Source: an optimization exercise on an open RTL-to-GDS flow (aim: small area, a short achievable clock period and few clock cycles per item). Production flows keep margins and buffers that such runs may drop.
At most, simulation tests tie the RTL to the original design; equivalence was not proved.
No functional check of the RTL was part of run 2.

==> flow/design.v, too long to show whole: its modules and the start of the top module <==
// module des: 143 lines
// module des_f: 15 lines
// module des_sb1: 390 lines
// module des_sb2: 380 lines
// module des_sb3: 324 lines
// module des_sb4: 248 lines
// module des_sb5: 416 lines
// module des_sb6: 412 lines
// module des_sb7: 398 lines
// module des_sb8: 332 lines
module des(ck,rst,keyin,k,datin,p,e,f,ev,rdy);
  // ...
==> flow/flow/run.sh <==
#!/bin/bash
# Own flow: the standard layout, with synthesis mapping combinational logic for area
# (ABC "strash; dch; map -a") and without half-adder extraction. Registers come out of the
# standard synthesis steps unchanged.
set -euo pipefail
W=$PWD
rm -rf "$W/scripts_own"
cp -r "$FLOW_HOME/scripts" "$W/scripts_own"
cp "$W/flow/abc_own.script" "$W/scripts_own/abc_area.script"
bash standard.sh synth SCRIPTS_DIR="$W/scripts_own" ABC_AREA=1 ADDER_MAP_FILE= > "$W/own_synth.log" 2>&1
bash standard.sh > "$W/own_layout.log" 2>&1
==> flow/flow/abc_own.script <==
strash
dch
map -a
topo
==> flow/standard.sh <==
#!/bin/bash
# synth_recipe.tcl (not shown) runs the flow's synth.tcl, then flattens the netlist and writes it again
# the make line also repeats each setting of config.mk as NAME=value (left out here)
make -C /OpenROAD-flow-scripts/flow DESIGN_CONFIG=/design/flow/config.mk WORK_HOME=/design/flow/orfs CLKGATE_MAP_FILE= SYNTH_SCRIPT=/design/flow/synth_recipe.tcl "${@:-finish}"
==> flow/config.mk <==
export PLATFORM = sky130hd
export DESIGN_NAME = des
export DESIGN_NICKNAME = des
export VERILOG_FILES = /design/flow/design.v
export SDC_FILE = /design/flow/constraint.sdc
export NUM_CORES = 8
export LEC_CHECK = 0
export ABC_AREA = 1
export CAP_MARGIN = 20
export CORE_MARGIN = 2
export CORE_UTILIZATION = 40
export SLEW_MARGIN = 20
export SYNTH_HIERARCHICAL = 1
==> flow/constraint.sdc <==
create_clock -name core_clock -period 60.0 [get_ports {ck}]
set_input_delay 12.0000 -clock core_clock [delete_from_list [all_inputs] [get_ports {ck}]]
set_output_delay 12.0000 -clock core_clock [all_outputs]
set_load 0.01 [all_outputs]
==> run summary, run 1 <==
Synth Register Bits = 437
CTS Hold Buffers Added = 0
fraction of area in multi-input gates = 67.3%
Synth top cells by count = nor2_1 (2388), nand2_1 (1856), clkinv_1 (1701)
hold path startpoint = v3$_DFF_P_
clock latency (worst-skew pair) = 800 ps
Core Rows = 150
Synth Warn # = 7
mapped cell area = 66900 sq um
EDFF count, synth = 112
Core Area = 167000 sq um
area leader, netlist = xor2_1
DRT antenna net count = 0
Hold Path Depth = 2
CP top delay family = buffers and inverters
clock buf count = 72
Critical Path RT = 48000 ps
total wire length = 361000 um
top-count cell post-synth = nor2_1
routed length per instance = 25.1 um
Critical-path top delay cell = clkdlybuf4s50_1
DRT iter0 DRCs = 10657
Final Hold Viols = 0
drt pass-1 iters = 9
die area = 170000 sq um
status = no timing/DRC/antenna violations
CTS Sinks = 437
Worst setup startpoint = e[47]$_DFF_P_
final hold slack = 394 ps
ClkCell Share = 2.74%
Logic inverters = 1701
R2R Path Start = nd[45]$_DFFE_PP_
most common cell after layout, fill and taps aside = nor2_1
Testbench counts, summed over its fixed seeds: cycles 4,256, items 4,096.
==> module des, before the edit <==
module des(ck,rst,keyin,k,datin,p,e,f,ev,rdy);
    input   ck, keyin, datin;
    input   f;
    input   [64:1]  p, k;
    output  [64:1]  e;
    input   rst;
    output  ev, rdy;
    assign rdy = 1'b1;
    wire [56:1] kp = {k[4],k[12],k[20],k[28],k[5],k[13],k[21],k[29],k[37],k[45],k[53],k[61],k[6],k[14],k[22],k[30],k[38],k[46],k[54],k[62],k[7],k[15],k[23],k[31],k[39],k[47],k[55],k[63],k[36],k[44],k[52],k[60],k[3],k[11],k[19],k[27],k[35],k[43],k[51],k[59],k[2],k[10],k[18],k[26],k[34],k[42],k[50],k[58],k[1],k[9],k[17],k[25],k[33],k[41],k[49],k[57]};
    reg [56:1] ne, nd;
    always @(posedge ck) begin
        if (keyin) begin
            ne <= ~(kp & {56{f}});
            nd <= ~(kp & {56{~f}});
        end
    end
    wire [48:1] ka1 = {ne[33], ne[30], ne[37], ne[51], ne[43], ne[47], ne[54], ne[35], ne[29], ne[40], ne[50], ne[45], ne[49], ne[34], ne[46], ne[52], ne[41], ne[31], ne[56], ne[48], ne[38], ne[32], ne[53], ne[42], ne[3], ne[14], ne[21], ne[28], ne[8], ne[17], ne[9], ne[27], ne[5], ne[13], ne[20], ne[24], ne[11], ne[22], ne[7], ne[16], ne[1], ne[4], ne[6], ne[2], ne[25], ne[12], ne[18], ne[15]};
    wire [48:1] kb1 = {nd[32], nd[29], nd[36], nd[50], nd[42], nd[46], nd[53], nd[34], nd[56], nd[39], nd[49], nd[44], nd[48], nd[33], nd[45], nd[51], nd[40], nd[30], nd[55], nd[47], nd[37], nd[31], nd[52], nd[41], nd[2], nd[13], nd[20], nd[27], nd[7], nd[16], nd[8], nd[26], nd[4], nd[12], nd[19], nd[23], nd[10], nd[21], nd[6], nd[15], nd[28], nd[3], nd[5], nd[1], nd[24], nd[11], nd[17], nd[14]};
    wire [48:1] ka2 = {ne[34], ne[31], ne[38], ne[52], ne[44], ne[48], ne[55], ne[36], ne[30], ne[41], ne[51], ne[46], ne[50], ne[35], ne[47], ne[53], ne[42], ne[32], ne[29], ne[49], ne[39], ne[33], ne[54], ne[43], ne[4], ne[15], ne[22], ne[1], ne[9], ne[18], ne[10], ne[28], ne[6], ne[14], ne[21], ne[25], ne[12], ne[23], ne[8], ne[17], ne[2], ne[5], ne[7], ne[3], ne[26], ne[13], ne[19], ne[16]};
    wire [48:1] kb2 = {nd[31], nd[56], nd[35], nd[49], nd[41], nd[45], nd[52], nd[33], nd[55], nd[38], nd[48], nd[43], nd[47], nd[32], nd[44], nd[50], nd[39], nd[29], nd[54], nd[46], nd[36], nd[30], nd[51], nd[40], nd[1], nd[12], nd[19], nd[26], nd[6], nd[15], nd[7], nd[25], nd[3], nd[11], nd[18], nd[22], nd[9], nd[20], nd[5], nd[14], nd[27], nd[2], nd[4], nd[28], nd[23], nd[10], nd[16], nd[13]};
    wire [48:1] ka3 = {ne[36], ne[33], ne[40], ne[54], ne[46], ne[50], ne[29], ne[38], ne[32], ne[43], ne[53], ne[48], ne[52], ne[37], ne[49], ne[55], ne[44], ne[34], ne[31], ne[51], ne[41], ne[35], ne[56], ne[45], ne[6], ne[17], ne[24], ne[3], ne[11], ne[20], ne[12], ne[2], ne[8], ne[16], ne[23], ne[27], ne[14], ne[25], ne[10], ne[19], ne[4], ne[7], ne[9], ne[5], ne[28], ne[15], ne[21], ne[18]};
    wire [48:1] kb3 = {nd[29], nd[54], nd[33], nd[47], nd[39], nd[43], nd[50], nd[31], nd[53], nd[36], nd[46], nd[41], nd[45], nd[30], nd[42], nd[48], nd[37], nd[55], nd[52], nd[44], nd[34], nd[56], nd[49], nd[38], nd[27], nd[10], nd[17], nd[24], nd[4], nd[13], nd[5], nd[23], nd[1], nd[9], nd[16], nd[20], nd[7], nd[18], nd[3], nd[12], nd[25], nd[28], nd[2], nd[26], nd[21], nd[8], nd[14], nd[11]};
    wire [48:1] ka4 = {ne[38], ne[35], ne[42], ne[56], ne[48], ne[52], ne[31], ne[40], ne[34], ne[45], ne[55], ne[50], ne[54], ne[39], ne[51], ne[29], ne[46], ne[36], ne[33], ne[53], ne[43], ne[37], ne[30], ne[47], ne[8], ne[19], ne[26], ne[5], ne[13], ne[22], ne[14], ne[4], ne[10], ne[18], ne[25], ne[1], ne[16], ne[27], ne[12], ne[21], ne[6], ne[9], ne[11], ne[7], ne[2], ne[17], ne[23], ne[20]};
    wire [48:1] kb4 = {nd[55], nd[52], nd[31], nd[45], nd[37], nd[41], nd[48], nd[29], nd[51], nd[34], nd[44], nd[39], nd[43], nd[56], nd[40], nd[46], nd[35], nd[53], nd[50], nd[42], nd[32], nd[54], nd[47], nd[36], nd[25], nd[8], nd[15], nd[22], nd[2], nd[11], nd[3], nd[21], nd[27], nd[7], nd[14], nd[18], nd[5], nd[16], nd[1], nd[10], nd[23], nd[26], nd[28], nd[24], nd[19], nd[6], nd[12], nd[9]};
    wire [48:1] ka5 = {ne[40], ne[37], ne[44], ne[30], ne[50], ne[54], ne[33], ne[42], ne[36], ne[47], ne[29], ne[52], ne[56], ne[41], ne[53], ne[31], ne[48], ne[38], ne[35], ne[55], ne[45], ne[39], ne[32], ne[49], ne[10], ne[21], ne[28], ne[7], ne[15], ne[24], ne[16], ne[6], ne[12], ne[20], ne[27], ne[3], ne[18], ne[1], ne[14], ne[23], ne[8], ne[11], ne[13], ne[9], ne[4], ne[19], ne[25], ne[22]};
    wire [48:1] kb5 = {nd[53], nd[50], nd[29], nd[43], nd[35], nd[39], nd[46], nd[55], nd[49], nd[32], nd[42], nd[37], nd[41], nd[54], nd[38], nd[44], nd[33], nd[51], nd[48], nd[40], nd[30], nd[52], nd[45], nd[34], nd[23], nd[6], nd[13], nd[20], nd[28], nd[9], nd[1], nd[19], nd[25], nd[5], nd[12], nd[16], nd[3], nd[14], nd[27], nd[8], nd[21], nd[24], nd[26], nd[22], nd[17], nd[4], nd[10], nd[7]};
    wire [48:1] ka6 = {ne[42], ne[39], ne[46], ne[32], ne[52], ne[56], ne[35], ne[44], ne[38], ne[49], ne[31], ne[54], ne[30], ne[43], ne[55], ne[33], ne[50], ne[40], ne[37], ne[29], ne[47], ne[41], ne[34], ne[51], ne[12], ne[23], ne[2], ne[9], ne[17], ne[26], ne[18], ne[8], ne[14], ne[22], ne[1], ne[5], ne[20], ne[3], ne[16], ne[25], ne[10], ne[13], ne[15], ne[11], ne[6], ne[21], ne[27], ne[24]};
    wire [48:1] kb6 = {nd[51], nd[48], nd[55], nd[41], nd[33], nd[37], nd[44], nd[53], nd[47], nd[30], nd[40], nd[35], nd[39], nd[52], nd[36], nd[42], nd[31], nd[49], nd[46], nd[38], nd[56], nd[50], nd[43], nd[32], nd[21], nd[4], nd[11], nd[18], nd[26], nd[7], nd[27], nd[17], nd[23], nd[3], nd[10], nd[14], nd[1], nd[12], nd[25], nd[6], nd[19], nd[22], nd[24], nd[20], nd[15], nd[2], nd[8], nd[5]};
    wire [48:1] ka7 = {ne[44], ne[41], ne[48], ne[34], ne[54], ne[30], ne[37], ne[46], ne[40], ne[51], ne[33], ne[56], ne[32], ne[45], ne[29], ne[35], ne[52], ne[42], ne[39], ne[31], ne[49], ne[43], ne[36], ne[53], ne[14], ne[25], ne[4], ne[11], ne[19], ne[28], ne[20], ne[10], ne[16], ne[24], ne[3], ne[7], ne[22], ne[5], ne[18], ne[27], ne[12], ne[15], ne[17], ne[13], ne[8], ne[23], ne[1], ne[26]};
    wire [48:1] kb7 = {nd[49], nd[46], nd[53], nd[39], nd[31], nd[35], nd[42], nd[51], nd[45], nd[56], nd[38], nd[33], nd[37], nd[50], nd[34], nd[40], nd[29], nd[47], nd[44], nd[36], nd[54], nd[48], nd[41], nd[30], nd[19], nd[2], nd[9], nd[16], nd[24], nd[5], nd[25], nd[15], nd[21], nd[1], nd[8], nd[12], nd[27], nd[10], nd[23], nd[4], nd[17], nd[20], nd[22], nd[18], nd[13], nd[28], nd[6], nd[3]};
    wire [48:1] ka8 = {ne[46], ne[43], ne[50], ne[36], ne[56], ne[32], ne[39], ne[48], ne[42], ne[53], ne[35], ne[30], ne[34], ne[47], ne[31], ne[37], ne[54], ne[44], ne[41], ne[33], ne[51], ne[45], ne[38], ne[55], ne[16], ne[27], ne[6], ne[13], ne[21], ne[2], ne[22], ne[12], ne[18], ne[26], ne[5], ne[9], ne[24], ne[7], ne[20], ne[1], ne[14], ne[17], ne[19], ne[15], ne[10], ne[25], ne[3], ne[28]};
    wire [48:1] kb8 = {nd[47], nd[44], nd[51], nd[37], nd[29], nd[33], nd[40], nd[49], nd[43], nd[54], nd[36], nd[31], nd[35], nd[48], nd[32], nd[38], nd[55], nd[45], nd[42], nd[34], nd[52], nd[46], nd[39], nd[56], nd[17], nd[28], nd[7], nd[14], nd[22], nd[3], nd[23], nd[13], nd[19], nd[27], nd[6], nd[10], nd[25], nd[8], nd[21], nd[2], nd[15], nd[18], nd[20], nd[16], nd[11], nd[26], nd[4], nd[1]};
    wire [48:1] ka9 = {ne[47], ne[44], ne[51], ne[37], ne[29], ne[33], ne[40], ne[49], ne[43], ne[54], ne[36], ne[31], ne[35], ne[48], ne[32], ne[38], ne[55], ne[45], ne[42], ne[34], ne[52], ne[46], ne[39], ne[56], ne[17], ne[28], ne[7], ne[14], ne[22], ne[3], ne[23], ne[13], ne[19], ne[27], ne[6], ne[10], ne[25], ne[8], ne[21], ne[2], ne[15], ne[18], ne[20], ne[16], ne[11], ne[26], ne[4], ne[1]};
    wire [48:1] kb9 = {nd[46], nd[43], nd[50], nd[36], nd[56], nd[32], nd[39], nd[48], nd[42], nd[53], nd[35], nd[30], nd[34], nd[47], nd[31], nd[37], nd[54], nd[44], nd[41], nd[33], nd[51], nd[45], nd[38], nd[55], nd[16], nd[27], nd[6], nd[13], nd[21], nd[2], nd[22], nd[12], nd[18], nd[26], nd[5], nd[9], nd[24], nd[7], nd[20], nd[1], nd[14], nd[17], nd[19], nd[15], nd[10], nd[25], nd[3], nd[28]};
    wire [48:1] ka10 = {ne[49], ne[46], ne[53], ne[39], ne[31], ne[35], ne[42], ne[51], ne[45], ne[56], ne[38], ne[33], ne[37], ne[50], ne[34], ne[40], ne[29], ne[47], ne[44], ne[36], ne[54], ne[48], ne[41], ne[30], ne[19], ne[2], ne[9], ne[16], ne[24], ne[5], ne[25], ne[15], ne[21], ne[1], ne[8], ne[12], ne[27], ne[10], ne[23], ne[4], ne[17], ne[20], ne[22], ne[18], ne[13], ne[28], ne[6], ne[3]};
    wire [48:1] kb10 = {nd[44], nd[41], nd[48], nd[34], nd[54], nd[30], nd[37], nd[46], nd[40], nd[51], nd[33], nd[56], nd[32], nd[45], nd[29], nd[35], nd[52], nd[42], nd[39], nd[31], nd[49], nd[43], nd[36], nd[53], nd[14], nd[25], nd[4], nd[11], nd[19], nd[28], nd[20], nd[10], nd[16], nd[24], nd[3], nd[7], nd[22], nd[5], nd[18], nd[27], nd[12], nd[15], nd[17], nd[13], nd[8], nd[23], nd[1], nd[26]};
    wire [48:1] ka11 = {ne[51], ne[48], ne[55], ne[41], ne[33], ne[37], ne[44], ne[53], ne[47], ne[30], ne[40], ne[35], ne[39], ne[52], ne[36], ne[42], ne[31], ne[49], ne[46], ne[38], ne[56], ne[50], ne[43], ne[32], ne[21], ne[4], ne[11], ne[18], ne[26], ne[7], ne[27], ne[17], ne[23], ne[3], ne[10], ne[14], ne[1], ne[12], ne[25], ne[6], ne[19], ne[22], ne[24], ne[20], ne[15], ne[2], ne[8], ne[5]};
    wire [48:1] kb11 = {nd[42], nd[39], nd[46], nd[32], nd[52], nd[56], nd[35], nd[44], nd[38], nd[49], nd[31], nd[54], nd[30], nd[43], nd[55], nd[33], nd[50], nd[40], nd[37], nd[29], nd[47], nd[41], nd[34], nd[51], nd[12], nd[23], nd[2], nd[9], nd[17], nd[26], nd[18], nd[8], nd[14], nd[22], nd[1], nd[5], nd[20], nd[3], nd[16], nd[25], nd[10], nd[13], nd[15], nd[11], nd[6], nd[21], nd[27], nd[24]};
    wire [48:1] ka12 = {ne[53], ne[50], ne[29], ne[43], ne[35], ne[39], ne[46], ne[55], ne[49], ne[32], ne[42], ne[37], ne[41], ne[54], ne[38], ne[44], ne[33], ne[51], ne[48], ne[40], ne[30], ne[52], ne[45], ne[34], ne[23], ne[6], ne[13], ne[20], ne[28], ne[9], ne[1], ne[19], ne[25], ne[5], ne[12], ne[16], ne[3], ne[14], ne[27], ne[8], ne[21], ne[24], ne[26], ne[22], ne[17], ne[4], ne[10], ne[7]};
    wire [48:1] kb12 = {nd[40], nd[37], nd[44], nd[30], nd[50], nd[54], nd[33], nd[42], nd[36], nd[47], nd[29], nd[52], nd[56], nd[41], nd[53], nd[31], nd[48], nd[38], nd[35], nd[55], nd[45], nd[39], nd[32], nd[49], nd[10], nd[21], nd[28], nd[7], nd[15], nd[24], nd[16], nd[6], nd[12], nd[20], nd[27], nd[3], nd[18], nd[1], nd[14], nd[23], nd[8], nd[11], nd[13], nd[9], nd[4], nd[19], nd[25], nd[22]};
    wire [48:1] ka13 = {ne[55], ne[52], ne[31], ne[45], ne[37], ne[41], ne[48], ne[29], ne[51], ne[34], ne[44], ne[39], ne[43], ne[56], ne[40], ne[46], ne[35], ne[53], ne[50], ne[42], ne[32], ne[54], ne[47], ne[36], ne[25], ne[8], ne[15], ne[22], ne[2], ne[11], ne[3], ne[21], ne[27], ne[7], ne[14], ne[18], ne[5], ne[16], ne[1], ne[10], ne[23], ne[26], ne[28], ne[24], ne[19], ne[6], ne[12], ne[9]};
    wire [48:1] kb13 = {nd[38], nd[35], nd[42], nd[56], nd[48], nd[52], nd[31], nd[40], nd[34], nd[45], nd[55], nd[50], nd[54], nd[39], nd[51], nd[29], nd[46], nd[36], nd[33], nd[53], nd[43], nd[37], nd[30], nd[47], nd[8], nd[19], nd[26], nd[5], nd[13], nd[22], nd[14], nd[4], nd[10], nd[18], nd[25], nd[1], nd[16], nd[27], nd[12], nd[21], nd[6], nd[9], nd[11], nd[7], nd[2], nd[17], nd[23], nd[20]};
    wire [48:1] ka14 = {ne[29], ne[54], ne[33], ne[47], ne[39], ne[43], ne[50], ne[31], ne[53], ne[36], ne[46], ne[41], ne[45], ne[30], ne[42], ne[48], ne[37], ne[55], ne[52], ne[44], ne[34], ne[56], ne[49], ne[38], ne[27], ne[10], ne[17], ne[24], ne[4], ne[13], ne[5], ne[23], ne[1], ne[9], ne[16], ne[20], ne[7], ne[18], ne[3], ne[12], ne[25], ne[28], ne[2], ne[26], ne[21], ne[8], ne[14], ne[11]};
    wire [48:1] kb14 = {nd[36], nd[33], nd[40], nd[54], nd[46], nd[50], nd[29], nd[38], nd[32], nd[43], nd[53], nd[48], nd[52], nd[37], nd[49], nd[55], nd[44], nd[34], nd[31], nd[51], nd[41], nd[35], nd[56], nd[45], nd[6], nd[17], nd[24], nd[3], nd[11], nd[20], nd[12], nd[2], nd[8], nd[16], nd[23], nd[27], nd[14], nd[25], nd[10], nd[19], nd[4], nd[7], nd[9], nd[5], nd[28], nd[15], nd[21], nd[18]};
    wire [48:1] ka15 = {ne[31], ne[56], ne[35], ne[49], ne[41], ne[45], ne[52], ne[33], ne[55], ne[38], ne[48], ne[43], ne[47], ne[32], ne[44], ne[50], ne[39], ne[29], ne[54], ne[46], ne[36], ne[30], ne[51], ne[40], ne[1], ne[12], ne[19], ne[26], ne[6], ne[15], ne[7], ne[25], ne[3], ne[11], ne[18], ne[22], ne[9], ne[20], ne[5], ne[14], ne[27], ne[2], ne[4], ne[28], ne[23], ne[10], ne[16], ne[13]};
    wire [48:1] kb15 = {nd[34], nd[31], nd[38], nd[52], nd[44], nd[48], nd[55], nd[36], nd[30], nd[41], nd[51], nd[46], nd[50], nd[35], nd[47], nd[53], nd[42], nd[32], nd[29], nd[49], nd[39], nd[33], nd[54], nd[43], nd[4], nd[15], nd[22], nd[1], nd[9], nd[18], nd[10], nd[28], nd[6], nd[14], nd[21], nd[25], nd[12], nd[23], nd[8], nd[17], nd[2], nd[5], nd[7], nd[3], nd[26], nd[13], nd[19], nd[16]};
    wire [48:1] ka16 = {ne[32], ne[29], ne[36], ne[50], ne[42], ne[46], ne[53], ne[34], ne[56], ne[39], ne[49], ne[44], ne[48], ne[33], ne[45], ne[51], ne[40], ne[30], ne[55], ne[47], ne[37], ne[31], ne[52], ne[41], ne[2], ne[13], ne[20], ne[27], ne[7], ne[16], ne[8], ne[26], ne[4], ne[12], ne[19], ne[23], ne[10], ne[21], ne[6], ne[15], ne[28], ne[3], ne[5], ne[1], ne[24], ne[11], ne[17], ne[14]};
    wire [48:1] kb16 = {nd[33], nd[30], nd[37], nd[51], nd[43], nd[47], nd[54], nd[35], nd[29], nd[40], nd[50], nd[45], nd[49], nd[34], nd[46], nd[52], nd[41], nd[31], nd[56], nd[48], nd[38], nd[32], nd[53], nd[42], nd[3], nd[14], nd[21], nd[28], nd[8], nd[17], nd[9], nd[27], nd[5], nd[13], nd[20], nd[24], nd[11], nd[22], nd[7], nd[16], nd[1], nd[4], nd[6], nd[2], nd[25], nd[12], nd[18], nd[15]};
    reg [64:1] x0;
    reg v0;
    always @(posedge ck) begin
        x0 <= {p[7],p[15],p[23],p[31],p[39],p[47],p[55],p[63],p[5],p[13],p[21],p[29],p[37],p[45],p[53],p[61],p[3],p[11],p[19],p[27],p[35],p[43],p[51],p[59],p[1],p[9],p[17],p[25],p[33],p[41],p[49],p[57],p[8],p[16],p[24],p[32],p[40],p[48],p[56],p[64],p[6],p[14],p[22],p[30],p[38],p[46],p[54],p[62],p[4],p[12],p[20],p[28],p[36],p[44],p[52],p[60],p[2],p[10],p[18],p[26],p[34],p[42],p[50],p[58]};
        v0 <= datin & ~keyin & ~rst;
    end
    wire [64:1] r1;
    wire [32:1] fo1;
    des_f u1(.r(x0[64:33]), .l(x0[32:1]), .ka(ka1), .kb(kb1), .y(fo1));
    assign r1 = {fo1, x0[64:33]};
    wire [64:1] r2;
    wire [32:1] fo2;
    des_f u2(.r(r1[64:33]), .l(r1[32:1]), .ka(ka2), .kb(kb2), .y(fo2));
    assign r2 = {fo2, r1[64:33]};
    wire [64:1] r3;
    wire [32:1] fo3;
    des_f u3(.r(r2[64:33]), .l(r2[32:1]), .ka(ka3), .kb(kb3), .y(fo3));
    assign r3 = {fo3, r2[64:33]};
    wire [64:1] r4;
    wire [32:1] fo4;
    des_f u4(.r(r3[64:33]), .l(r3[32:1]), .ka(ka4), .kb(kb4), .y(fo4));
    assign r4 = {fo4, r3[64:33]};
    reg [64:1] x1;
    reg v1;
    always @(posedge ck) begin
        x1 <= r4;
        v1 <= v0 & ~rst;
    end
    wire [64:1] r5;
    wire [32:1] fo5;
    des_f u5(.r(x1[64:33]), .l(x1[32:1]), .ka(ka5), .kb(kb5), .y(fo5));
    assign r5 = {fo5, x1[64:33]};
    wire [64:1] r6;
    wire [32:1] fo6;
    des_f u6(.r(r5[64:33]), .l(r5[32:1]), .ka(ka6), .kb(kb6), .y(fo6));
    assign r6 = {fo6, r5[64:33]};
    wire [64:1] r7;
    wire [32:1] fo7;
    des_f u7(.r(r6[64:33]), .l(r6[32:1]), .ka(ka7), .kb(kb7), .y(fo7));
    assign r7 = {fo7, r6[64:33]};
    wire [64:1] r8;
    wire [32:1] fo8;
    des_f u8(.r(r7[64:33]), .l(r7[32:1]), .ka(ka8), .kb(kb8), .y(fo8));
    assign r8 = {fo8, r7[64:33]};
    reg [64:1] x2;
    reg v2;
    always @(posedge ck) begin
        x2 <= r8;
        v2 <= v1 & ~rst;
    end
    wire [64:1] r9;
    wire [32:1] fo9;
    des_f u9(.r(x2[64:33]), .l(x2[32:1]), .ka(ka9), .kb(kb9), .y(fo9));
    assign r9 = {fo9, x2[64:33]};
    wire [64:1] r10;
    wire [32:1] fo10;
    des_f u10(.r(r9[64:33]), .l(r9[32:1]), .ka(ka10), .kb(kb10), .y(fo10));
    assign r10 = {fo10, r9[64:33]};
    wire [64:1] r11;
    wire [32:1] fo11;
    des_f u11(.r(r10[64:33]), .l(r10[32:1]), .ka(ka11), .kb(kb11), .y(fo11));
    assign r11 = {fo11, r10[64:33]};
    wire [64:1] r12;
    wire [32:1] fo12;
    des_f u12(.r(r11[64:33]), .l(r11[32:1]), .ka(ka12), .kb(kb12), .y(fo12));
    assign r12 = {fo12, r11[64:33]};
    reg [64:1] x3;
    reg v3;
    always @(posedge ck) begin
        x3 <= r12;
        v3 <= v2 & ~rst;
    end
    wire [64:1] r13;
    wire [32:1] fo13;
    des_f u13(.r(x3[64:33]), .l(x3[32:1]), .ka(ka13), .kb(kb13), .y(fo13));
    assign r13 = {fo13, x3[64:33]};
    wire [64:1] r14;
    wire [32:1] fo14;
    des_f u14(.r(r13[64:33]), .l(r13[32:1]), .ka(ka14), .kb(kb14), .y(fo14));
    assign r14 = {fo14, r13[64:33]};
    wire [64:1] r15;
    wire [32:1] fo15;
    des_f u15(.r(r14[64:33]), .l(r14[32:1]), .ka(ka15), .kb(kb15), .y(fo15));
    assign r15 = {fo15, r14[64:33]};
    wire [64:1] r16;
    wire [32:1] fo16;
    des_f u16(.r(r15[64:33]), .l(r15[32:1]), .ka(ka16), .kb(kb16), .y(fo16));
    assign r16 = {fo16, r15[64:33]};
    reg [64:1] e;
    reg ev;
    always @(posedge ck) begin
        e <= {r16[57],r16[25],r16[49],r16[17],r16[41],r16[9],r16[33],r16[1],r16[58],r16[26],r16[50],r16[18],r16[42],r16[10],r16[34],r16[2],r16[59],r16[27],r16[51],r16[19],r16[43],r16[11],r16[35],r16[3],r16[60],r16[28],r16[52],r16[20],r16[44],r16[12],r16[36],r16[4],r16[61],r16[29],r16[53],r16[21],r16[45],r16[13],r16[37],r16[5],r16[62],r16[30],r16[54],r16[22],r16[46],r16[14],r16[38],r16[6],r16[63],r16[31],r16[55],r16[23],r16[47],r16[15],r16[39],r16[7],r16[64],r16[32],r16[56],r16[24],r16[48],r16[16],r16[40],r16[8]};
        ev <= v3 & ~rst;
    end
endmodule
==> run 2, diff against run 1 <==
--- a/flow/design.v
+++ b/flow/design.v
@@ -8,10 +8,13 @@
     assign rdy = 1'b1;
+    reg [56:1] cd;
+    reg fr;
     wire [56:1] kp = {k[4],k[12],k[20],k[28],k[5],k[13],k[21],k[29],k[37],k[45],k[53],k[61],k[6],k[14],k[22],k[30],k[38],k[46],k[54],k[62],k[7],k[15],k[23],k[31],k[39],k[47],k[55],k[63],k[36],k[44],k[52],k[60],k[3],k[11],k[19],k[27],k[35],k[43],k[51],k[59],k[2],k[10],k[18],k[26],k[34],k[42],k[50],k[58],k[1],k[9],k[17],k[25],k[33],k[41],k[49],k[57]};
-    reg [56:1] ne, nd;
     always @(posedge ck) begin
         if (keyin) begin
-            ne <= ~(kp & {56{f}});
-            nd <= ~(kp & {56{~f}});
+            cd <= kp;
+            fr <= f;
         end
     end
+    wire [56:1] ne = ~(cd & {56{fr}});
+    wire [56:1] nd = ~(cd & {56{~fr}});
     wire [48:1] ka1 = {ne[33], ne[30], ne[37], ne[51], ne[43], ne[47], ne[54], ne[35], ne[29], ne[40], ne[50], ne[45], ne[49], ne[34], ne[46], ne[52], ne[41], ne[31], ne[56], ne[48], ne[38], ne[32], ne[53], ne[42], ne[3], ne[14], ne[21], ne[28], ne[8], ne[17], ne[9], ne[27], ne[5], ne[13], ne[20], ne[24], ne[11], ne[22], ne[7], ne[16], ne[1], ne[4], ne[6], ne[2], ne[25], ne[12], ne[18], ne[15]};
==> run 2 against run 1 <==
  * Highest routed layer unchanged
  * Register-to-register slack worse by 2100 ps
  * Largest cell class unchanged
  * Maximum frequency is 11% lower
  * Still clean on timing, DRC and antenna
==> run summary, run 2 <==
status = no timing/DRC/antenna violations (unchanged)
share of layout cells above drive strength 1 = 3.19% (was 3.32%)
reg2reg path depth = 45 (was 44)
Post-Syn Instances = 11610 (was 11665)
total track usage = 40.6% (was 40.5%)
Synth top cells by count = nor2_1 (2388), nand2_1 (1856), clkinv_1 (1701) (unchanged)
Worst R2R End = x2[64]$_DFF_P_ (was x1[50]$_DFF_P_)
GRT overflow = 0 (unchanged)
drt pass-1 iters = 10 (was 9)
R2R Path Start = fr$_DFFE_PP_ (was nd[45]$_DFFE_PP_)
Final Setup Violations = 0 (unchanged)
most frequent cells in the layout = nor2_1 (2388), nand2_1 (1854), clkinv_1 (1702), xor2_1 (1289), a21oi_1 (1152) (was nor2_1 (2388), nand2_1 (1856), clkinv_1 (1705), xor2_1 (1290), a21oi_1 (1152))
Inst Count DP = 14178 (was 14276)
via density per instance = 6.08 (was 6.04)
register area share after synthesis = 12.6% (was 14.8%)
crit path to = x2[64]$_DFF_P_ (was e[47])
final setup margin = 44580 ps (was 46350 ps)
CTS Root Cell = clkbuf_16 (unchanged)
clock latency (worst-skew pair) = 760 ps (was 800 ps)
cts repair resizes = 0 (unchanged)
Worst Hold Class = reg -> reg (unchanged)
Core Rows = 148 (was 150)
Critical path buffers and inverters = 10 (was 1)
crit path DAT = 16010 ps (was 1650 ps)
Pins Over Slew Limit = 0 (unchanged)
Finished Layout Cells = 14302 (was 14395)
Detailed Place HPWL = 270000 um (was 273000 um)
top-count cell post-synth = nor2_1 (unchanged)
Num CTS Buffers = 59 (was 61)
FFs w/ async S/R, synth = 0% (unchanged)
CP dominant cell by count = clkinv_1
Worst setup startpoint = fr$_DFFE_PP_ (was e[47]$_DFF_P_)
total wire length = 355000 um (was 361000 um)
Synth Register Bits = 382 (was 437)
MaxCap Viol Count = 0 (unchanged)
Max Root-Sink Buffers = 3 (unchanged)
DRT iter0 DRCs = 12026 (was 10657)
dpl ws = 45550 ps (was 46190 ps)
Die X = 408 um (was 413 um)
Crit Path Class = reg -> reg (was reg -> out)
most common cell after layout, fill and taps aside = nor2_1 (unchanged)
relative slew slack = 9.82% (was 11.9%)
postcts setup bufs = 0 (unchanged)
fmax = 64.9 MHz (was 73.2 MHz)
setup TNS = 0 ps (unchanged)
routed vias = 86916 (was 86961)
synthesized area per cell = 5.62 sq um (was 5.73 sq um)
die height = 408 um (was 413 um)
Hold Path Depth = 2 (unchanged)
CP top delay family = XOR/XNOR gates (was buffers and inverters)
worst-path maximum fanout = 29 (was 1)
P&R area growth vs syn = 12.8% (was 12.7%)
Net Count, Synth = 11743 (was 11798)
Critical Path RT = 60590 ps (was 48000 ps)
largest net degree at the start of global routing = 59 (was 73)
die area = 166000 sq um (was 170000 sq um)
I/O Pins = 199 (unchanged)
synth top area cells = xor2_1 (17%), nor2_1 (14%), nand2_1 (11%) (was xor2_1 (17%), nor2_1 (13%), nand2_1 (10%))
area leader, netlist = xor2_1 (unchanged)
CTS Sinks = 382 (was 437)
Final Skew = 38.7 ps (was 74.4 ps)
DRT antenna net count = 0 (unchanged)
Initial Utilization = 40.2% (was 40.1%)
# nets final = 12197 (was 12268)
IO Port Bufs = 189 (unchanged)
initial antenna violation count = 12 (was 17)
Final Hold Viols = 0 (unchanged)
EDFF count, synth = 57 (was 112)
Crit path largest cell delay = 1160 ps (was 560 ps)
routed length per instance = 24.8 um (was 25.1 um)
CP Depth = 45 (was 1)
Tightest Pin Transition = 1350 ps (was 1310 ps)
CTS tree = yes (unchanged)
mapped cell area = 65200 sq um (was 66900 sq um)
unrepaired setup endpoints after global routing = false (unchanged)
post-synth top area share = 17.4% (was 17.0%)
crit end category = flop (was output pin)
Yosys cell types = 37 (unchanged)
min Tclk post-route = 15420 ps (was 13650 ps)
vias in the first global route = 78081 (was 77646)
R2R Setup Slk = 44580 ps (was 46660 ps)
routability cong. = 1.08 (about the same)
H-tree levels = 2 (unchanged)
first-pass GRT wire length = 506000 um (was 511000 um)
Setup crit start kind = flop (unchanged)
Synth Warn # = 7 (unchanged)
Final period util = 25.7% (was 22.8%)
Core Area = 162000 sq um (was 167000 sq um)
fill count = 17297 (was 17753)
Critical-path top delay cell = xor2_1 (was clkdlybuf4s50_1)
drc violations = 0 (unchanged)
Main synth FF type = dfxtp_1 (unchanged)
clock slew at the register clock pins of the worst setup and hold paths = 60 ps (was 70 ps)
CTS Hold Buffers Added = 0 (unchanged)
[run 2: cell count changes in the layout (fill, tap and decap cells not counted), moves of 4 or more]
cell	before	now
buf_4	220	205
clkbuf_1	8	12
edfxtp_1	112	57
diode_2	4	13
[run 2: cell families (layout without fill, tap and decap cells)]
| kind of cell | Yosys count | in the layout | share of synthesized area, % |
|---|---|---|---|
| buffers and inverters | 1702 | 2206 | 9.80 |
| DFF | 382 | 382 | 12.6 |
| AOI/OAI and AO/OA | 3360 | 3360 | 30.6 |
| xor gates and xnor gates | 1296 | 1296 | 17.4 |
| other | 1 | 14 | 0.00575 |
| muxes | 32 | 32 | 0.522 |
| and+or+nand+nor | 4837 | 4837 | 29.1 |
[run 2: modules after synthesis (local to each module, per instance)]
module,area [sq um],flops+latches,copies in the design,cells inside
des_sb7,345,0,16,74
des_sb1,343,0,16,74
des_sb3,327,0,16,68
des,8690,382,1,506
des_sb8,315,0,16,68
des_f,881,0,16,128
des_sb6,383,0,16,82
des_sb5,347,0,16,73
des_sb4,253,0,16,54
des_sb2,340,0,16,73
[run 2: metal layers]
layer / GRT usage [%] / routed length (um) / up-vias
li1: - / - / 40405
met1: 45.5 / 125000 / 39150
met2: 61.5 / 147000 / 5890
met3: 9.80 / 37600 / 1467
met4: 41.9 / 44500 / 4
met5: 0 / 31 / -
[run 2: area by class of cell]
cell class / instances / area [sq um] / area share, %
multi-input cells: 9526 / 50700 / 69.0
flip-flops and latches: 382 / 8220 / 11.2
inverters: 1701 / 6380 / 8.68
repair buffers: 394 / 3430 / 4.66
well taps: 2175 / 2720 / 3.70
clock buffers: 74 / 1570 / 2.14
clock inverters: 37 / 455 / 0.619
diodes: 13 / 32.5 / 0.0442
[run 2: worst min-delay path by stage]
| stage | start | to | slack (ps) |
|---|---|---|---|
| CTS | v1$_DFF_P_ | v2$_DFF_P_ | 400 |
| finish | v0$_DFF_P_ | v1$_DFF_P_ | 400 |
| global route | v0$_DFF_P_ | v1$_DFF_P_ | 410 |
| detailed placement | v1$_DFF_P_ | v2$_DFF_P_ | 390 |
| global placement | v1$_DFF_P_ | v2$_DFF_P_ | 390 |
| floorplan | v3$_DFF_P_ | ev$_DFF_P_ | 380 |
[run 2: stage by stage]
step | util [%] | hold WS (ps) | instance area (sq um)
global placement | 44.0 | 389 | 71400
floorplan | - | 383 | 65200
global route | 45.3 | 415 | 73500
finish | 45.3 | 399 | 73600
CTS | 45.2 | 403 | 73500
detailed placement | 44.0 | 393 | 71400
[run 2: worst reg2reg max path, delay by kind of cell (launching register included)]
family	cells	cell delay, ps
AND/OR/NAND/NOR	13	2640
flip-flops	1	630
XOR/XNOR	8	5270
buffers and inverters	10	3360
AO/OA/AOI/OAI	14	3370
==> run 3, diff against run 2 <==
--- a/flow/design.v
+++ b/flow/design.v
@@ -8,13 +8,10 @@
     assign rdy = 1'b1;
-    reg [56:1] cd;
-    reg fr;
     wire [56:1] kp = {k[4],k[12],k[20],k[28],k[5],k[13],k[21],k[29],k[37],k[45],k[53],k[61],k[6],k[14],k[22],k[30],k[38],k[46],k[54],k[62],k[7],k[15],k[23],k[31],k[39],k[47],k[55],k[63],k[36],k[44],k[52],k[60],k[3],k[11],k[19],k[27],k[35],k[43],k[51],k[59],k[2],k[10],k[18],k[26],k[34],k[42],k[50],k[58],k[1],k[9],k[17],k[25],k[33],k[41],k[49],k[57]};
+    reg [56:1] ne, nd;
     always @(posedge ck) begin
         if (keyin) begin
-            cd <= kp;
-            fr <= f;
+            ne <= ~(kp & {56{f}});
+            nd <= ~(kp & {56{~f}});
         end
     end
-    wire [56:1] ne = ~(cd & {56{fr}});
-    wire [56:1] nd = ~(cd & {56{~fr}});
     wire [48:1] ka1 = {ne[33], ne[30], ne[37], ne[51], ne[43], ne[47], ne[54], ne[35], ne[29], ne[40], ne[50], ne[45], ne[49], ne[34], ne[46], ne[52], ne[41], ne[31], ne[56], ne[48], ne[38], ne[32], ne[53], ne[42], ne[3], ne[14], ne[21], ne[28], ne[8], ne[17], ne[9], ne[27], ne[5], ne[13], ne[20], ne[24], ne[11], ne[22], ne[7], ne[16], ne[1], ne[4], ne[6], ne[2], ne[25], ne[12], ne[18], ne[15]};
==> flow/flow/run.sh (replaced) <==
#!/bin/bash
# Own flow: the standard layout (standard.sh), with two changes:
#  - synthesis maps combinational logic for area with ABC "strash; dch; map -a"
#    (flow/abc_own.script) and skips half-adder extraction; registers come out of the
#    standard synthesis steps unchanged;
#  - extra ORFS make variables from flow/make_args.txt (one NAME=value per line), for
#    example the cell used to buffer the ports.
set -euo pipefail
W=$PWD
rm -rf "$W/scripts_own"
cp -r "$FLOW_HOME/scripts" "$W/scripts_own"
cp "$W/flow/abc_own.script" "$W/scripts_own/abc_area.script"
ARGS=()
if [[ -f "$W/flow/make_args.txt" ]]; then
  while IFS= read -r line; do
    [[ -z "$line" || "$line" == \#* ]] && continue
    ARGS+=("$line")
  done < "$W/flow/make_args.txt"
fi
bash standard.sh synth SCRIPTS_DIR="$W/scripts_own" ABC_AREA=1 ADDER_MAP_FILE= "${ARGS[@]}" > "$W/own_synth.log" 2>&1
bash standard.sh finish "${ARGS[@]}" > "$W/own_layout.log" 2>&1
==> flow/flow/make_args.txt (new file) <==
BUFFER_PORTS_ARGS=-buffer_cell sky130_fd_sc_hd__buf_2
SETUP_SLACK_MARGIN=47
--- a/flow/config.mk
+++ b/flow/config.mk
@@ -10,3 +10,3 @@
 export CORE_MARGIN = 2
-export CORE_UTILIZATION = 40
+export CORE_UTILIZATION = 60
 export SLEW_MARGIN = 20
==> run 3 against run 2 <==
  * Synthesized cell count increased by 0.47%
  * Area after synthesis increased by 2.5%
  * Sequential share of layout area increased by 2.3 points
  * Worst hold slack improved by 8.0 ps
  * Final cell count decreased by 4.7%
  * Critical path type is now reg -> out
  * First-iteration DRC count increased by 31%
  * Via count increased by 4.4%
  * Die area decreased by 31%
  * Flip-flop and latch count increased by 55
  * Wire length decreased by 6.9%
==> run summary, run 3 <==
unrepaired setup endpoints after global routing = true (was false)
drt pass-1 iters = 14 (was 10)
DRT antenna net count = 0 (unchanged)
crit path DAT = 1180 ps (was 16010 ps)
largest net degree at the start of global routing = 59 (unchanged)
die area = 114000 sq um (was 166000 sq um)
design area = 73400 sq um (was 73600 sq um)
Crit path largest cell delay = 360 ps (was 1160 ps)
setup TNS = 0 ps (unchanged)
Die X = 338 um (was 408 um)
Crit Path Class = reg -> out (was reg -> reg)
Pins Over Slew Limit = 0 (unchanged)
initial antenna violation count = 18 (was 12)
min Tclk post-route = 13180 ps (was 15420 ps)
vias in the first global route = 79733 (was 78081)
CTS tree = yes (unchanged)
DRT iter0 DRCs = 15779 (was 12026)
Main synth FF type = dfxtp_1 (unchanged)
P&R area growth vs syn = 9.80% (was 12.8%)
Net Count, Synth = 11798 (was 11743)
placed cell area = 71000 sq um (was 71400 sq um)
CTS Hold Buffers Added = 0 (unchanged)
CTS Root Cell = clkbuf_16 (unchanged)
crit-path cells = buf_6
final setup margin = 46820 ps (was 44580 ps)
routed length per instance = 24.2 um (was 24.8 um)
routability cong. = 1.16 (was 1.08)
most common cell after layout, fill and taps aside = nor2_1 (unchanged)
Setup crit start kind = flop (unchanged)
post-layout util = 66.3% (was 45.3%)
Worst Hold Class = reg -> reg (unchanged)
share of layout cells above drive strength 1 = 4.97% (was 3.19%)
MaxCap Viol Count = 0 (unchanged)
crit end category = output pin (was flop)
Final Skew = 37.2 ps (was 38.7 ps)
clock slew at the register clock pins of the worst setup and hold paths = 70 ps (was 60 ps)
dpl ws = 46190 ps (was 45550 ps)
area leader, netlist = xor2_1 (unchanged)
total wire length = 330000 um (was 355000 um)
first-pass GRT wire length = 483000 um (was 506000 um)
die height = 338 um (was 408 um)
Post-Syn Instances = 11665 (was 11610)
Final Setup Violations = 0 (unchanged)
CP top delay family = flip-flops (was XOR/XNOR gates)
top-count cell post-synth = nor2_1 (unchanged)
Synth Register Bits = 437 (was 382)
Inst Count DP = 13507 (was 14178)
post-synthesis adder-cell area fraction = 0% (unchanged)
status = no timing/DRC/antenna violations (unchanged)
EDFF count, synth = 112 (was 57)
fmax = 75.9 MHz (was 64.9 MHz)
clock latency (worst-skew pair) = 740 ps (was 760 ps)
Tightest Pin Transition = 1340 ps (was 1350 ps)
GRT overflow = 0 (unchanged)
FFs w/ async S/R, synth = 0% (unchanged)
Critical path buffers and inverters = 1 (was 10)
relative slew slack = 10.2% (was 9.82%)
IO Port Bufs = 189 (unchanged)
most frequent cells in the layout = nor2_1 (2388), nand2_1 (1856), clkinv_1 (1700), xor2_1 (1262), a21oi_1 (1152) (was nor2_1 (2388), nand2_1 (1854), clkinv_1 (1702), xor2_1 (1289), a21oi_1 (1152))
Synth Area in Compound Gates = 29.8% (was 30.6%)
routed vias = 90739 (was 86916)
via density per instance = 6.66 (was 6.08)
post-synthesis mux area share = 0.509% (was 0.522%)
Detailed Place HPWL = 239000 um (was 270000 um)
Num CTS Buffers = 54 (was 59)
Synth Warn # = 7 (unchanged)
largest family of logic cells by synthesized area = compound AO/OA/AOI/OAI gates (unchanged)
Critical Path RT = 48000 ps (was 60590 ps)
I/O Pins = 199 (unchanged)
synth top area cells = xor2_1 (17%), nor2_1 (13%), nand2_1 (10%) (was xor2_1 (17%), nor2_1 (14%), nand2_1 (11%))
Post-Synth XOR/XNOR Area = 17.0% (was 17.4%)
total track usage = 55.7% (was 40.6%)
Critical-path top delay cell = dfxtp_4 (was xor2_1)
Initial Utilization = 60.4% (was 40.2%)
mapped cell area = 66900 sq um (was 65200 sq um)
Post-Synth Simple-Gate Area = 28.4% (was 29.1%)
register area share after synthesis = 14.8% (was 12.6%)
# nets final = 12210 (was 12197)
post-synth top area share = 17.0% (was 17.4%)
Final Hold Viols = 0 (unchanged)
Final period util = 22.0% (was 25.7%)
CTS Sinks = 437 (was 382)
synthesized area per cell = 5.73 sq um (was 5.62 sq um)
Core Area = 111000 sq um (was 162000 sq um)
Finished Layout Cells = 13626 (was 14302)
H-tree levels = 2 (unchanged)
final hold slack = 407 ps (was 399 ps)
Max Root-Sink Buffers = 3 (unchanged)
worst-path maximum fanout = 1 (was 29)
Core Rows = 122 (was 148)
drc violations = 0 (unchanged)
Yosys cell types = 37 (unchanged)
Synth top cells by count = nor2_1 (2388), nand2_1 (1856), clkinv_1 (1701) (unchanged)
run 3: changes by cell type after synthesis:
| cell | delta |
|---|---|
| edfxtp_1 | +55 |
run 3: final cells by class:
cell class                 count  area [sq um]
clock buffer                  65          1460
sequential                   437          9920
multi-input combinational   9526         51000
inverter                    1701          6390
tap                         1488          1860
fill                       10238         37200
clock inverter                36           314
timing repair buffer         357          2480
antenna                       16          40.0
run 3: worst paths after layout:
check,cells past startpoint,slack (ps),from,endpoint
max,1,46820,e[18]$_DFF_P_,e[18]
min,2,410,v0$_DFF_P_,v1$_DFF_P_
min reg2reg,2,410,v0$_DFF_P_,v1$_DFF_P_
max reg2reg,49,47180,ne[50]$_DFFE_PP_,x2[64]$_DFF_P_
run 3: what timing repair did:
action | 4_1_cts | 5_1_grt
pin swaps | 0 | 1
endpoints found under the setup margin | 137 | 106
gates resized for setup | 24 | 88
gates cloned | 0 | 0
setup buffers | 0 | 0
run 3: kinds of logic after synthesis:
family / count (synthesis)
simple gates: 4837
compound gates: 3360
buf+inv: 1702
xor+xnor: 1296
flops: 437
mux: 32
other cells: 1
run 3: per-layer routing:
metal	vias up	wire length (um)	GRT usage [%]
met5	-	246	1.19
met2	8031	127000	77.8
li1	40420	-	-
met1	39818	103000	60.5
met3	2452	54800	24.9
met4	18	45200	57.5
run 3: per-module statistics from Yosys, one instance, submodules excluded:
module,times used,cells inside,area (sq um),flops+latches
des_sb6,16,82,383,0
des_sb8,16,68,315,0
des,1,561,10300,437
des_f,16,128,881,0
des_sb3,16,68,327,0
des_sb7,16,74,345,0
des_sb4,16,54,253,0
des_sb1,16,74,343,0
des_sb5,16,73,347,0
des_sb2,16,73,340,0
run 3: tightest hold or removal path, delay by kind of cell (launching register included):
kind | cells | cell delay (ps)
flops | 1 | 310
buf+inv | 1 | 40
simple gates | 1 | 30
Testbench counts of run 3, summed over its fixed seeds: cycles 4,256, items 4,096.
==> run 4, diff against run 3 <==
==> flow/flow/make_args.txt (replaced) <==
BUFFER_PORTS_ARGS=-buffer_cell sky130_fd_sc_hd__buf_2
==> run 4 against run 3 <==
  * Register-to-register slack lost 320 ps
  * Flip-flop and latch count did not move
  * Synthesized cell count unchanged
  * Critical path type unchanged
  * Highest routed layer unchanged
==> run summary, run 4 <==
status = no timing/DRC/antenna violations (unchanged)
Setup crit start kind = flop (unchanged)
first-pass GRT wire length = 484000 um (was 483000 um)
# nets final = 12203 (was 12210)
Pins Over Slew Limit = 0 (unchanged)
Max Root-Sink Buffers = 3 (unchanged)
CP top delay family = flip-flops (unchanged)
Critical path buffers and inverters = 1 (unchanged)
post-layout util = 65.9% (was 66.3%)
top-count cell post-synth = nor2_1 (unchanged)
CTS tree = yes (unchanged)
drt pass-1 iters = 15 (was 14)
CTS Hold Buffers Added = 0 (unchanged)
via density per instance = 6.68 (was 6.66)
R2R Path Start = ne[45]$_DFFE_PP_ (was ne[50]$_DFFE_PP_)
synth top area cells = xor2_1 (17%), nor2_1 (13%), nand2_1 (10%) (unchanged)
EDFF count, synth = 112 (unchanged)
MaxCap Viol Count = 0 (unchanged)
P&R area growth vs syn = 9.13% (was 9.80%)
Critical-path top delay cell = dfxtp_1 (was dfxtp_4)
min Tclk post-route = 13260 ps (was 13180 ps)
design area = 73000 sq um (was 73400 sq um)
relative slew slack = 10.3% (was 10.2%)
area leader, netlist = xor2_1 (unchanged)
clock latency (worst-skew pair) = 740 ps (about the same)
Synth top cells by count = nor2_1 (2388), nand2_1 (1856), clkinv_1 (1701) (unchanged)
largest net degree at the start of global routing = 72 (was 59)
Finished Layout Cells = 13630 (was 13626)
CTS Sinks = 437 (unchanged)
most frequent cells in the layout = nor2_1 (2388), nand2_1 (1856), clkinv_1 (1703), xor2_1 (1284), a21oi_1 (1152) (was nor2_1 (2388), nand2_1 (1856), clkinv_1 (1700), xor2_1 (1262), a21oi_1 (1152))
post-synth top area share = 17.0% (unchanged)
Worst Hold End = v1$_DFF_P_ (unchanged)
initial antenna violation count = 19 (was 18)
H-tree levels = 2 (unchanged)
Final Hold Viols = 0 (unchanged)
crit path DAT = 1260 ps (was 1180 ps)
fmax = 75.4 MHz (was 75.9 MHz)
vias in the first global route = 79977 (was 79733)
worst-path maximum fanout = 1 (unchanged)
clock slew at the register clock pins of the worst setup and hold paths = 80 ps (was 70 ps)
mapped cell area = 66900 sq um (unchanged)
FFs w/ async S/R, synth = 0% (unchanged)
Detailed Place HPWL = 238000 um (was 239000 um)
DRT antenna net count = 0 (unchanged)
routed vias = 91072 (was 90739)
crit end category = output pin (unchanged)
die height = 338 um (unchanged)
routed length per instance = 24.1 um (was 24.2 um)
reg2reg path depth = 50 (was 49)
CTS Root Cell = clkbuf_16 (unchanged)
Main synth FF type = dfxtp_1 (unchanged)
Final period util = 22.1% (was 22.0%)
Core Area = 111000 sq um (unchanged)
Worst R2R End = x3[54]$_DFF_P_ (was x2[64]$_DFF_P_)
Initial Utilization = 60.4% (unchanged)
Final Setup Violations = 0 (unchanged)
postcts setup bufs = 0 (unchanged)
Worst Hold Class = reg -> reg (unchanged)
total wire length = 328000 um (was 330000 um)
drc violations = 0 (unchanged)
Inst Count DP = 13496 (was 13507)
Net Count, Synth = 11798 (unchanged)
Tightest Pin Transition = 1330 ps (was 1340 ps)
Final Skew = 36.4 ps (was 37.2 ps)
most common cell after layout, fill and taps aside = nor2_1 (unchanged)
Hold Path Depth = 2 (unchanged)
setup TNS = 0 ps (unchanged)
fill count = 10236 (was 10238)
share of layout cells above drive strength 1 = 4.39% (was 4.97%)
Crit path largest cell delay = 370 ps (was 360 ps)
Num CTS Buffers = 55 (was 54)
R2R Setup Slk = 46860 ps (was 47180 ps)
Crit Path Class = reg -> out (unchanged)
Critical Path RT = 48000 ps (about the same)
I/O Pins = 199 (unchanged)
synthesized area per cell = 5.73 sq um (unchanged)
total track usage = 55.7% (about the same)
Post-Syn Instances = 11665 (unchanged)
cts repair resizes = 0 (was 24)
Die X = 338 um (unchanged)
IO Port Bufs = 189 (unchanged)
placed cell area = 70900 sq um (was 71000 sq um)
routability cong. = 1.15 (was 1.16)
Core Rows = 122 (unchanged)
hold path startpoint = v0$_DFF_P_ (unchanged)
register area share after synthesis = 14.8% (unchanged)
crit-path cells = buf_2 (was buf_6)
unrepaired setup endpoints after global routing = false (was true)
Synth Register Bits = 437 (unchanged)
DRT iter0 DRCs = 15999 (was 15779)
Yosys cell types = 37 (unchanged)
die area = 114000 sq um (unchanged)
Synth Warn # = 7 (unchanged)
GRT overflow = 0 (unchanged)
==> run 4: changes by cell type in the layout (fill, tap and decap cells not counted), sizes merged <==
cell and delta:
bufinv +1, buf -8, inv -3, clkinvlp +1, diode +11, clkinv +4
clkbuf -2
==> run 4: modules after synthesis (local to each module, per instance) <==
module | area [sq um] | flops+latches | cells | copies in the design
des_sb4 | 253 | 0 | 54 | 16
des_sb2 | 340 | 0 | 73 | 16
des_sb6 | 383 | 0 | 82 | 16
des_sb5 | 347 | 0 | 73 | 16
des_sb1 | 343 | 0 | 74 | 16
des_f | 881 | 0 | 128 | 16
des_sb8 | 315 | 0 | 68 | 16
des_sb3 | 327 | 0 | 68 | 16
des | 10300 | 437 | 561 | 1
des_sb7 | 345 | 0 | 74 | 16
==> run 4: how the worst max path moves through the flow <==
stage / startpoint / cells after the start / slack [ps] / endpoint
after floorplan: f / 2 / 46870 / nd[10]$_DFFE_PP_
after global placement: keyin / 2 / 46310 / nd[40]$_DFFE_PP_
after detailed placement: keyin / 2 / 46230 / nd[33]$_DFFE_PP_
after CTS: e[31]$_DFF_P_ / 1 / 46780 / e[31]
after global routing: ne[45]$_DFFE_PP_ / 52 / 46410 / x3[64]$_DFF_P_
final: e[31]$_DFF_P_ / 1 / 46740 / e[31]
==> run 4: layer usage <==
metal	global-route usage (%)	vias up	wire length [um]
met1	60.2	39853	102000
met3	26.3	2497	55100
met2	77.6	8237	126000
li1	-	40483	-
met4	57.2	2	45100
met5	0.638	-	11
==> run 4: metrics by stage <==
step / setup slack, ps / hold WS [ps]
floorplan: 46870 / 383
global placement: 46310 / 391
detailed placement: 46230 / 387
CTS: 46780 / 403
global route: 46410 / 403
finish: 46740 / 400
==> run 4: area by class of cell <==
cell class | count | area (sq um) | share of cell area, %
tap | 1488 | 1860 | 2.55
inverter | 1701 | 6380 | 8.75
sequential | 437 | 9870 | 13.5
clock buffer | 63 | 1480 | 2.03
multi-input combinational | 9526 | 50800 | 69.6
antenna | 27 | 67.6 | 0.0926
clock inverter | 39 | 362 | 0.495
timing repair buffer | 349 | 2160 | 2.96
==> run 4: kinds of logic after synthesis <==
kind of cell	after synthesis	synth area share [%]
AO/OA/AOI/OAI	3360	29.8
flip-flops	437	14.8
buffers and inverters	1702	9.56
AND/OR/NAND/NOR	4837	28.4
other	1	0.00561
multiplexers	32	0.509
XOR/XNOR	1296	17.0
==> run 5, diff against run 4 <==
--- a/flow/config.mk
+++ b/flow/config.mk
@@ -11,2 +11,4 @@
 export CORE_UTILIZATION = 60
+export CTS_CLUSTER_DIAMETER = 100
+export CTS_CLUSTER_SIZE = 24
 export SLEW_MARGIN = 20
==> run 5 against run 4 <==
  * Flip-flop and latch count is the same
  * Critical path depth grew 45
  * Clock-buffer cell count shrank 22
  * Wire length is essentially flat
  * Highest routed layer unchanged
  * Setup slack lost 80 ps
  * Still clean
  * Sequential share of layout area grew 0.068 points
  * First-iteration DRC count shrank 0.64%
  * Global-route usage shrank 0.17 points
==> run summary, run 5 <==
die area = 114000 sq um (unchanged)
reg2reg path depth = 46 (was 50)
register area share after synthesis = 14.8% (unchanged)
Max Root-Sink Buffers = 3 (unchanged)
Final Skew = 47.0 ps (was 36.4 ps)
Worst Hold Class = reg -> reg (unchanged)
CTS Hold Buffers Added = 0 (unchanged)
Synth top cells by count = nor2_1 (2388), nand2_1 (1856), clkinv_1 (1701) (unchanged)
drt pass-1 iters = 14 (was 15)
routability cong. = 1.15 (unchanged)
clock latency (worst-skew pair) = 720 ps (was 740 ps)
GRT overflow = 0 (unchanged)
worst-path maximum fanout = 12 (was 1)
Die X = 338 um (unchanged)
die height = 338 um (unchanged)
dpl ws = 46230 ps (unchanged)
Core Area = 111000 sq um (unchanged)
IO Port Bufs = 189 (unchanged)
EDFF count, synth = 112 (unchanged)
unrepaired setup endpoints after global routing = false (unchanged)
Critical path buffers and inverters = 8 (was 1)
drc violations = 0 (unchanged)
crit end category = flop (was output pin)
CTS tree = yes (unchanged)
post-synthesis mux area share = 0.509% (unchanged)
fmax = 75.0 MHz (was 75.4 MHz)
most common cell after layout, fill and taps aside = nor2_1 (unchanged)
Detailed Place HPWL = 238000 um (unchanged)
Crit Path Class = reg -> reg (was reg -> out)
share of layout cells above drive strength 1 = 4.20% (was 4.39%)
Synth Warn # = 7 (unchanged)
postcts setup bufs = 0 (unchanged)
mapped cell area = 66900 sq um (unchanged)
Initial Utilization = 60.4% (unchanged)
relative slew slack = 4.27% (was 10.3%)
synthesized area per cell = 5.73 sq um (unchanged)
final setup margin = 46660 ps (was 46740 ps)
Setup crit start kind = flop (unchanged)
post-layout util = 65.6% (was 65.9%)
fill count = 10304 (was 10236)
FFs w/ async S/R, synth = 0% (unchanged)
via density per instance = 6.69 (was 6.68)
Final Hold Viols = 0 (unchanged)
Crit path largest cell delay = 1000 ps (was 370 ps)
Critical Path RT = 60540 ps (was 48000 ps)
CP dominant cell by count = nor2_1
Final period util = 22.2% (was 22.1%)
post-synth top area share = 17.0% (unchanged)
Net Count, Synth = 11798 (unchanged)
CTS Sinks = 437 (unchanged)
synth top area cells = xor2_1 (17%), nor2_1 (13%), nand2_1 (10%) (unchanged)
cts repair resizes = 0 (unchanged)
P&R area growth vs syn = 8.58% (was 9.13%)
Post-Syn Instances = 11665 (unchanged)
Tightest Pin Transition = 1430 ps (was 1330 ps)
DRT iter0 DRCs = 15897 (was 15999)
Pins Over Slew Limit = 0 (unchanged)
H-tree levels = 2 (unchanged)
Hold Path Depth = 2 (unchanged)
vias in the first global route = 79557 (was 79977)
initial antenna violation count = 21 (was 19)
MaxCap Viol Count = 0 (unchanged)
R2R Setup Slk = 46660 ps (was 46860 ps)
post-synthesis adder-cell area fraction = 0% (unchanged)
Synth Register Bits = 437 (unchanged)
total track usage = 55.6% (was 55.7%)
status = no timing/DRC/antenna violations (unchanged)
setup TNS = 0 ps (unchanged)
Post-Synth XOR/XNOR Area = 17.0% (unchanged)
area leader, netlist = xor2_1 (unchanged)
CTS Root Cell = clkbuf_16 (unchanged)
Critical-path top delay cell = o32ai_1 (was dfxtp_1)
most frequent cells in the layout = nor2_1 (2388), nand2_1 (1856), clkinv_1 (1700), xor2_1 (1276), a21oi_1 (1152) (was nor2_1 (2388), nand2_1 (1856), clkinv_1 (1703), xor2_1 (1284), a21oi_1 (1152))
Main synth FF type = dfxtp_1 (unchanged)
clock slew at the register clock pins of the worst setup and hold paths = 100 ps (was 80 ps)
Final Setup Violations = 0 (unchanged)
first-pass GRT wire length = 482000 um (was 484000 um)
largest net degree at the start of global routing = 72 (unchanged)
min Tclk post-route = 13340 ps (was 13260 ps)
Num CTS Buffers = 37 (was 55)
largest family of logic cells by synthesized area = compound AO/OA/AOI/OAI gates (unchanged)
routed vias = 90912 (was 91072)
DRT antenna net count = 0 (unchanged)
Core Rows = 122 (unchanged)
routed length per instance = 24.2 um (was 24.1 um)
# nets final = 12185 (was 12203)
Synth Area in Compound Gates = 29.8% (unchanged)
I/O Pins = 199 (unchanged)
top-count cell post-synth = nor2_1 (unchanged)
Post-Synth Simple-Gate Area = 28.4% (unchanged)
CP Depth = 46 (was 1)
CP top delay family = XOR/XNOR gates (was flip-flops)
crit path DAT = 13880 ps (was 1260 ps)
Yosys cell types = 37 (unchanged)
total wire length = 328000 um (about the same)
==> run 5: cell counts after synthesis <==
Identical to the previous run, type by type.
==> run 5: layer usage <==
layer	global-route usage, %	vias up	part of all wire, %
met2	77.6	8338	38
met5	0.383	-	0.020
met3	25.7	2536	17
met4	56.9	12	14
met1	60.2	39618	31
li1	-	40408	-
==> run 5: modules after synthesis (local to each module, per instance) <==
module,cell area [sq um],flip-flops and latches,copies in the design,cells
des_sb7,345,0,16,74
des_sb3,327,0,16,68
des_sb1,343,0,16,74
des_sb6,383,0,16,82
des_sb2,340,0,16,73
des_sb5,347,0,16,73
des_sb4,253,0,16,54
des,10300,437,1,561
des_sb8,315,0,16,68
des_f,881,0,16,128
==> run 5: worst paths after layout <==
check,start,endpoint
setup / recovery,ne[50]$_DFFE_PP_,x1[43]$_DFF_P_
hold reg to reg,v1$_DFF_P_,v2$_DFF_P_
hold / removal,v1$_DFF_P_,v2$_DFF_P_
setup reg to reg,ne[50]$_DFFE_PP_,x1[43]$_DFF_P_
==> run 5: worst min-delay path, stage by stage, from the launching register on <==
cell,delay (ps)
dfxtp_1,310
clkinv_1,30
nor2_1,30
==> run 5: area by class of cell <==
class	instances	area, sq um	area share (%)
tap	1488	1860	2.56
timing repair buffer	349	2160	2.98
multi-input combinational	9526	50900	70.0
clock buffer	41	983	1.35
sequential	437	9870	13.6
antenna	19	47.5	0.0655
inverter	1701	6380	8.79
clock inverter	27	449	0.619
==> run 5: per-stage QoR <==
step | cell area [sq um] | std cells | hold slack, ps
global route | 72600 | 13570 | 405
floorplan | 66900 | 11665 | 383
CTS | 72300 | 13564 | 400
global placement | 70900 | 13495 | 391
finish | 72600 | 13588 | 399
detailed placement | 70900 | 13496 | 387
==> run 5: kinds of logic after synthesis <==
family | Yosys count
compound gates | 3360
mux | 32
simple gates | 4837
flops | 437
xor+xnor | 1296
other cells | 1
buf+inv | 1702

separate check: timing with driven ports:
How much do the figures lean on ideal ports? The routed layouts below were timed once more, with nothing changed but the port constraints. Step 1 (the two cells are an assumption about what drives the block):
set clk [get_ports {ck}]
set_driving_cell -lib_cell sky130_fd_sc_hd__clkbuf_16 $clk
set_driving_cell -lib_cell sky130_fd_sc_hd__buf_2 [delete_from_list [all_inputs] $clk]
Step 2, shift: input delay + t, output delay - t, t = (earliest + latest rising clock arrival at the registers) / 2. This alone moves slack from input paths to output paths. Three values: no drivers, after step 1, after step 2; two values: the first two.
| run | shift t [ns] | setup slack, ns | latest minus earliest clock arrival (ns) | slew at the worst register clock pin (ns) | worst slew at a driven data input, ns |
|---|---|---|---|---|---|
| run 1 | 0.855 | 46.346 / 46.259 / 46.104 | 0.075 / 0.075 | 0.08 / 0.08 | 0.05 |
| run 2 | 0.821 | 44.582 / 44.582 / 44.582 | 0.041 / 0.040 | 0.07 / 0.07 | 0.05 |
| run 3 | 0.808 | 46.819 / 46.734 / 46.365 | 0.041 / 0.041 | 0.08 / 0.08 | 0.05 |
| run 4 | 0.807 | 46.742 / 46.658 / 46.130 | 0.036 / 0.037 | 0.08 / 0.08 | 0.05 |
| run 5 | 0.781 | 46.661 / 46.661 / 46.186 | 0.053 / 0.054 | 0.10 / 0.10 | 0.05 |
After both steps setup and hold are still met in every run listed. For run 4, which loses most, drivers alone change the setup slack by -0.084 ns; drivers and shift together by -0.612 ns.
